Background: an optimization exercise with open tools, aiming at small area. Do not read the settings as production practice.
Only simulation tests tie the RTL to the original design; equivalence was not proved.
No driver is modelled on the clock port, so clock power and skew are understated where the tree is cut down; a real chip needs a root buffer or a tree.
Power is estimated from default activity; no workload was simulated.

==> exp/umber: inputs <==
==> flow/design.v (excerpt) <==
module channel(clk, rst, pwmsignal, ratio);
input clk;
input rst;
input pwmsignal;
output [12:0] ratio;
reg [21:0] w;
reg [5:0]  c;
reg [5:0]  r;
reg [11:0] q;
reg [9:0]  pre;
reg [9:0]  rat;
assign ratio = {3'b000, rat};
localparam [21:0] W_RST = 22'h00d08a;
localparam [21:0] W_END = 22'h006845;
localparam [21:0] W_MSK = 22'h3fffe9;
wire wend = ((w & W_MSK) == (W_END & W_MSK));
wire pend  = (c == 6'd0);
wire csat  = (c == 6'd50);
wire rwrap = (r == 6'd49);
wire qsat  = (q == 12'd3024);
wire gt48k = (q > 12'd998) | ((q == 12'd998) & (r != 6'd0));
wire meas  = ~pwmsignal & ~pend & gt48k;
wire in_t    = (q[11:10] == 2'b01) & (q[9:0] < 10'd1000);
wire in_1000 = (q > 12'd2024) & (q < 12'd3024);
always @(posedge clk or negedge rst)
if (!rst) begin
  w   <= W_RST;
  c   <= 6'd0;
  r   <= 6'd0;
  q   <= 12'd38;
  pre <= 10'd0;
  rat <= 10'd0;
end else begin
  w <= {w[20:0], ~(w[21] ^ w[20]) ^ wend};
  if (wend)
    rat <= pre;
  if (meas)
    c <= 6'd0;
  else if (!csat)
    c <= c + 6'd1;
  if (pend) begin
    r <= {5'd0, pwmsignal};
    q <= 12'd38;
    if (in_t)
      pre <= q[9:0];
    else if (in_1000)
      pre <= 10'd1000;
  end else if (pwmsignal) begin
    if (rwrap) begin
      r <= 6'd0;
  ...
==> module channel, before the edit <==
module channel(clk, rst, pwmsignal, ratio);
input clk;
input rst;
input pwmsignal;
output [12:0] ratio;
reg [21:0] w;
reg [5:0]  c;
reg [5:0]  r;
reg [11:0] q;
reg [9:0]  pre;
reg [9:0]  rat;
assign ratio = {3'b000, rat};
localparam [21:0] W_RST = 22'h00d08a;
localparam [21:0] W_END = 22'h006845;
localparam [21:0] W_MSK = 22'h3fffe9;
wire wend = ((w & W_MSK) == (W_END & W_MSK));
wire pend  = (c == 6'd0);
wire csat  = (c == 6'd50);
wire rwrap = (r == 6'd49);
wire qsat  = (q == 12'd3024);
wire gt48k = (q > 12'd998) | ((q == 12'd998) & (r != 6'd0));
wire meas  = ~pwmsignal & ~pend & gt48k;
wire in_t    = (q[11:10] == 2'b01) & (q[9:0] < 10'd1000);
wire in_1000 = (q > 12'd2024) & (q < 12'd3024);
always @(posedge clk or negedge rst)
if (!rst) begin
  w   <= W_RST;
  c   <= 6'd0;
  r   <= 6'd0;
  q   <= 12'd38;
  pre <= 10'd0;
  rat <= 10'd0;
end else begin
  w <= {w[20:0], ~(w[21] ^ w[20]) ^ wend};
  if (wend)
    rat <= pre;
  if (meas)
    c <= 6'd0;
  else if (!csat)
    c <= c + 6'd1;
  if (pend) begin
    r <= {5'd0, pwmsignal};
    q <= 12'd38;
    if (in_t)
      pre <= q[9:0];
    else if (in_1000)
      pre <= 10'd1000;
  end else if (pwmsignal) begin
    if (rwrap) begin
      r <= 6'd0;
      if (!qsat)
        q <= q + 12'd1;
    end else
      r <= r + 6'd1;
  end else if (!gt48k && !csat) begin
    r <= 6'd0;
    q <= 12'd38;
  end
end
endmodule
make LEC_CHECK=0 CAP_MARGIN=20 CORE_MARGIN=2 CORE_UTILIZATION=40 SLEW_MARGIN=20 finish   # period 20.0 ns
run.sh (not shown) runs the stock make flow with config.mk's settings and CLKGATE_MAP_FILE= SYNTH_SCRIPT=/design/flow/synth_recipe.tcl, a recipe that flattens the netlist after the stock synthesis.
==> exp/zinc (differences from exp/umber) <==
==> flow/design.v (replaced) <==
module channel(clk, rst, pwmsignal, ratio);
input clk;
input rst;
input pwmsignal;
output [12:0] ratio;
reg [21:0] w;
reg [5:0]  r;
reg [11:0] q;
reg [9:0]  pre;
reg [9:0]  rat;
assign ratio = {3'b000, rat};
localparam [21:0] W_RST = 22'h00d08a;
localparam [21:0] W_END = 22'h006845;
localparam [21:0] W_MSK = 22'h3fffe9;
wire wend = ((w & W_MSK) == (W_END & W_MSK));
wire pend   = r[5] & r[4] & r[3];                           
wire settle = (q[11] & q[10]) |                             
              (~|q[11:6] & ~(q[5] & (q[4] | q[3] | (q[2] & q[1]))));  
wire rwrap  = r[5] & r[4] & r[0];                           
wire q_hi5  = &q[9:5];
wire qsat   = q[11] & ~q[10] & (&q[9:6]) & q[4];            
wire gt48k  = q[11] | q[10] |
              (q_hi5 & (q[4] | q[3] | (q[2] & q[1] & (q[0] | (|r)))));
wire meas   = ~pwmsignal & ~pend & ~settle & gt48k;
wire qinc   = settle | (pwmsignal & rwrap & ~qsat);
wire lo_ge1000 = q_hi5 & (q[4] | q[3]);                     
wire lo_gt1000 = q_hi5 & (q[4] | (q[3] & (|q[2:0])));       
wire in_t    = ~q[11] & q[10] & ~lo_ge1000;                 
wire in_1000 = (q[11] & ~qsat) | (q[10] & lo_gt1000);       
always @(posedge clk or negedge rst)
if (!rst) begin
  w   <= W_RST;
  r   <= 6'd0;
  q   <= 12'd4084;
  pre <= 10'd0;
  rat <= 10'd0;
end else begin
  w <= {w[20:0], ~(w[21] ^ w[20]) ^ wend};
  if (wend)
    rat <= pre;
  if (pend) begin
    r <= {5'd0, pwmsignal};
    q <= 12'd4085;
    if (in_t)
      pre <= q[9:0];
    else if (in_1000)
      pre <= 10'd1000;
  end else begin
    if (qinc)
      q <= {q[11:1] + {10'd0, q[0]}, ~q[0] | (settle & pwmsignal & rwrap)};
    if (pwmsignal)
      r <= rwrap ? 6'd0 : r + 6'd1;
    else if (meas)
      r <= 6'd63;
    else if (settle)
      r <= 6'd0;
  end
end
endmodule
==> flow/flow/run.sh (new file) <==
#!/bin/bash
# Own layout flow: the standard ORFS flow (standard.sh: the standard
# synthesis script, floorplan, power grid, placement, routing) with these
# changes:
#  - synthesis maps logic with flow/abc.script, an area-oriented ABC script,
#    in place of ORFS's abc_speed.script (a copy of ORFS's scripts folder
#    with only that file replaced, used through SCRIPTS_DIR); flip-flop
#    mapping, names and everything else in synthesis are unchanged;
#  - ports are buffered with buf_1 (BUFFER_PORTS_ARGS) instead of the
#    larger cell buffer_ports picks by default;
#  - one tie cell drives the constant outputs (SKIP_REPAIR_TIE_FANOUT);
#  - the clock tree is replaced by CLKBUF_K clkbuf cells, each driving one
#    cluster of nearby flip-flops (flow/clkbuf.tcl, run as the CTS step's
#    PRE hook; it makes that step's clock_tree_synthesis a no-op).  All
#    flip-flops get the clock through one buffer level, with no deliberate
#    skew.
# The whole make output goes to make.log here; ORFS's per-step logs stay
# under orfs/logs.
set -euo pipefail
here=$(pwd)
rm -rf "$here/scripts_abc"
cp -r "$FLOW_HOME/scripts" "$here/scripts_abc"
cp "$here/flow/abc.script" "$here/scripts_abc/abc_speed.script"
export SCRIPTS_DIR="$here/scripts_abc"
export PRE_CTS_TCL="$here/flow/clkbuf.tcl"
export CLKBUF_K=4
export CLKBUF_CELL=sky130_fd_sc_hd__clkbuf_8
export BUFFER_PORTS_ARGS="-buffer_cell sky130_fd_sc_hd__buf_1"
export SKIP_REPAIR_TIE_FANOUT=1
bash standard.sh > "$here/make.log" 2>&1
==> flow/flow/abc.script (new file) <==
strash
ifraig
scorr
dc2
strash
&get -n
&dc2
&dch -f
&nf -R 1000
&put

==> flow/flow/clkbuf.tcl (new file) <==
# Clock distribution without a tree: the clock port drives CLKBUF_K buffers
# (CLKBUF_CELL), each feeding one cluster of clock sinks (k-means on the
# placed sinks' positions) and placed at its cluster's centroid.
set K [expr {[info exists ::env(CLKBUF_K)] ? $::env(CLKBUF_K) : 2}]
set cell [expr {[info exists ::env(CLKBUF_CELL)] ? $::env(CLKBUF_CELL) : "sky130_fd_sc_hd__clkbuf_8"}]
set block [ord::get_db_block]
set clknet [$block findNet clk]
set master [[ord::get_db] findMaster $cell]
set pts {}
foreach it [$clknet getITerms] {
  set b [[$it getInst] getBBox]
  lappend pts [list [expr {([$b xMin] + [$b xMax]) / 2}] [expr {([$b yMin] + [$b yMax]) / 2}] $it]
}
set n [llength $pts]
# seed centroids from x-sorted strips, then Lloyd iterations
set srt [lsort -integer -index 0 $pts]
set cen {}
for {set k 0} {$k < $K} {incr k} {
  set p [lindex $srt [expr {(2 * $k + 1) * $n / (2 * $K)}]]
  lappend cen [list [lindex $p 0] [lindex $p 1]]
}
for {set iter 0} {$iter < 50} {incr iter} {
  set asg {}
  foreach p $pts {
    set best 0; set bd -1
    for {set k 0} {$k < $K} {incr k} {
      lassign [lindex $cen $k] cx cy
      set d [expr {abs([lindex $p 0] - $cx) + abs([lindex $p 1] - $cy)}]
      if {$bd < 0 || $d < $bd} { set bd $d; set best $k }
    }
    lappend asg $best
  }
  set new {}
  for {set k 0} {$k < $K} {incr k} {
    set sx 0; set sy 0; set m 0
    foreach p $pts a $asg { if {$a == $k} { set sx [expr {$sx + [lindex $p 0]}]; set sy [expr {$sy + [lindex $p 1]}]; incr m } }
    if {$m} { lappend new [list [expr {$sx / $m}] [expr {$sy / $m}]] } else { lappend new [lindex $cen $k] }
  }
  if {$new eq $cen} break
  set cen $new
}
for {set k 0} {$k < $K} {incr k} {
  set inst [odb::dbInst_create $block $master clkroot_buf_$k]
  set net [odb::dbNet_create $block clkroot_net_$k]
  $net setSigType CLOCK
  set m 0
  foreach p $pts a $asg { if {$a == $k} { set it [lindex $p 2]; $it disconnect; $it connect $net; incr m } }
  [$inst findITerm A] connect $clknet
  [$inst findITerm X] connect $net
  lassign [lindex $cen $k] cx cy
  $inst setLocation [expr {$cx - [$master getWidth] / 2}] [expr {$cy - [$master getHeight] / 2}]
  $inst setPlacementStatus PLACED
  puts "clkbuf.tcl: clkroot_buf_$k ($cell) drives $m sinks"
}
detailed_placement
# The clock is fully buffered above: make the flow's CTS call a no-op.
proc clock_tree_synthesis {args} { puts "clkbuf.tcl: clock_tree_synthesis skipped" }
==> flow/standard.sh (new file) <==
#!/bin/bash
# synth_recipe.tcl (not shown) runs the flow's synth.tcl, then flattens the netlist and writes it again
# the make line also repeats each setting of config.mk as NAME=value (left out here)
make -C /OpenROAD-flow-scripts/flow DESIGN_CONFIG=/design/flow/config.mk WORK_HOME=/design/flow/orfs CLKGATE_MAP_FILE= SYNTH_SCRIPT=/design/flow/synth_recipe.tcl "${@:-finish}"
removed: flow/run.sh
==> summary of the runs <==
Against exp/zinc, the clock power of exp/umber is higher by about 130%.
In exp/umber the maximum frequency is larger than in exp/zinc, by 12%.
In exp/zinc the flip-flop and latch count is lower than in exp/umber, by 6.
Of exp/zinc and exp/umber, exp/umber has the higher area after synthesis (gap about 22%, measured against exp/umber).
In exp/zinc the power is higher than in exp/umber, by about 15%.
Between exp/zinc and exp/umber, the lower via count is in exp/zinc (gap about 32%, measured against exp/umber).
exp/zinc passed the timing, DRC and antenna checks. exp/umber completed without violations.
In exp/umber the die area is higher than in exp/zinc, by 26%.
==> figures <==
Outcome: exp/umber timing/DRC/antenna clean; exp/zinc timing/DRC/antenna clean
Number of inverters outside the clock class in the layout: exp/umber 14; exp/zinc 7
Adder-cell share of the synthesized area: exp/umber 3.26%; exp/zinc 2.61%
DRC marker count from the first detailed-route iteration: exp/umber 126; exp/zinc 44
Actual transition at the worst max-transition pin: exp/umber 1020 ps; exp/zinc 732 ps
Final wirelength: exp/umber 5750 µm; exp/zinc 3950 µm
Power Clock: exp/umber 105 µW; exp/zinc 45.8 µW
Last element of the critical path: exp/umber q[7]$_DFFE_PN0P_; exp/zinc q[11]$_DFFE_PN1P_
Starting utilization of the core area: exp/umber 41.9%; exp/zinc 41.0%
Storage element area: exp/umber 1660 µm²; exp/zinc 1520 µm²
Total GRT Usage: exp/umber 15.5%; exp/zinc 12.4%
Gp weighted congestion: exp/umber 0.792; exp/zinc 0.796
Flop2flop setup slack: exp/umber 17330 ps; exp/zinc 17370 ps
Maximum fanout count along the critical path: exp/umber 18; exp/zinc 10
Share of total power in the clock network: exp/umber 39.2%; exp/zinc 15.0%
Internal portion of total power: exp/umber 196 µW; exp/zinc 206 µW
The clock cells of exp/zinc come from the design's own scripts or RTL, not from TritonCTS.

[afterwards: timing with drivers on the ports]
The flow's constraints put no driver on any port. The routed layouts listed below were extracted and timed again, unchanged, in two steps.
Step 1, drivers: a clkbuf_16 drives clk and a buf_2 each remaining input, both assumed.
Step 2 adds t to the input delays and takes it off the output delays; t is the mean of the earliest and latest rising clock arrival at the registers after step 1. Input paths then give back, and output paths get back, about the clock's delay inside the block.
a / b / c = ideal / step 1 / step 2; a / b = the first two.
run | t (ns) | setup slack, ns | hold WS [ns] | slew at the worst register clock pin (ns) | worst data-port slew with drivers (ns)
exp/umber | 0.378 | 14.573 / 14.582 / 14.205 | 0.358 / 0.358 / 0.358 | 0.08 / 0.08 | 0.03
exp/zinc | 0.204 | 13.895 / 13.933 / 13.729 | 0.367 / 0.367 / 0.367 | 0.10 / 0.10 | 0.03
After both steps every run listed still meets setup and hold. For exp/umber, which loses most, drivers alone change the setup slack by +0.009 ns; drivers and shift together by -0.368 ns.
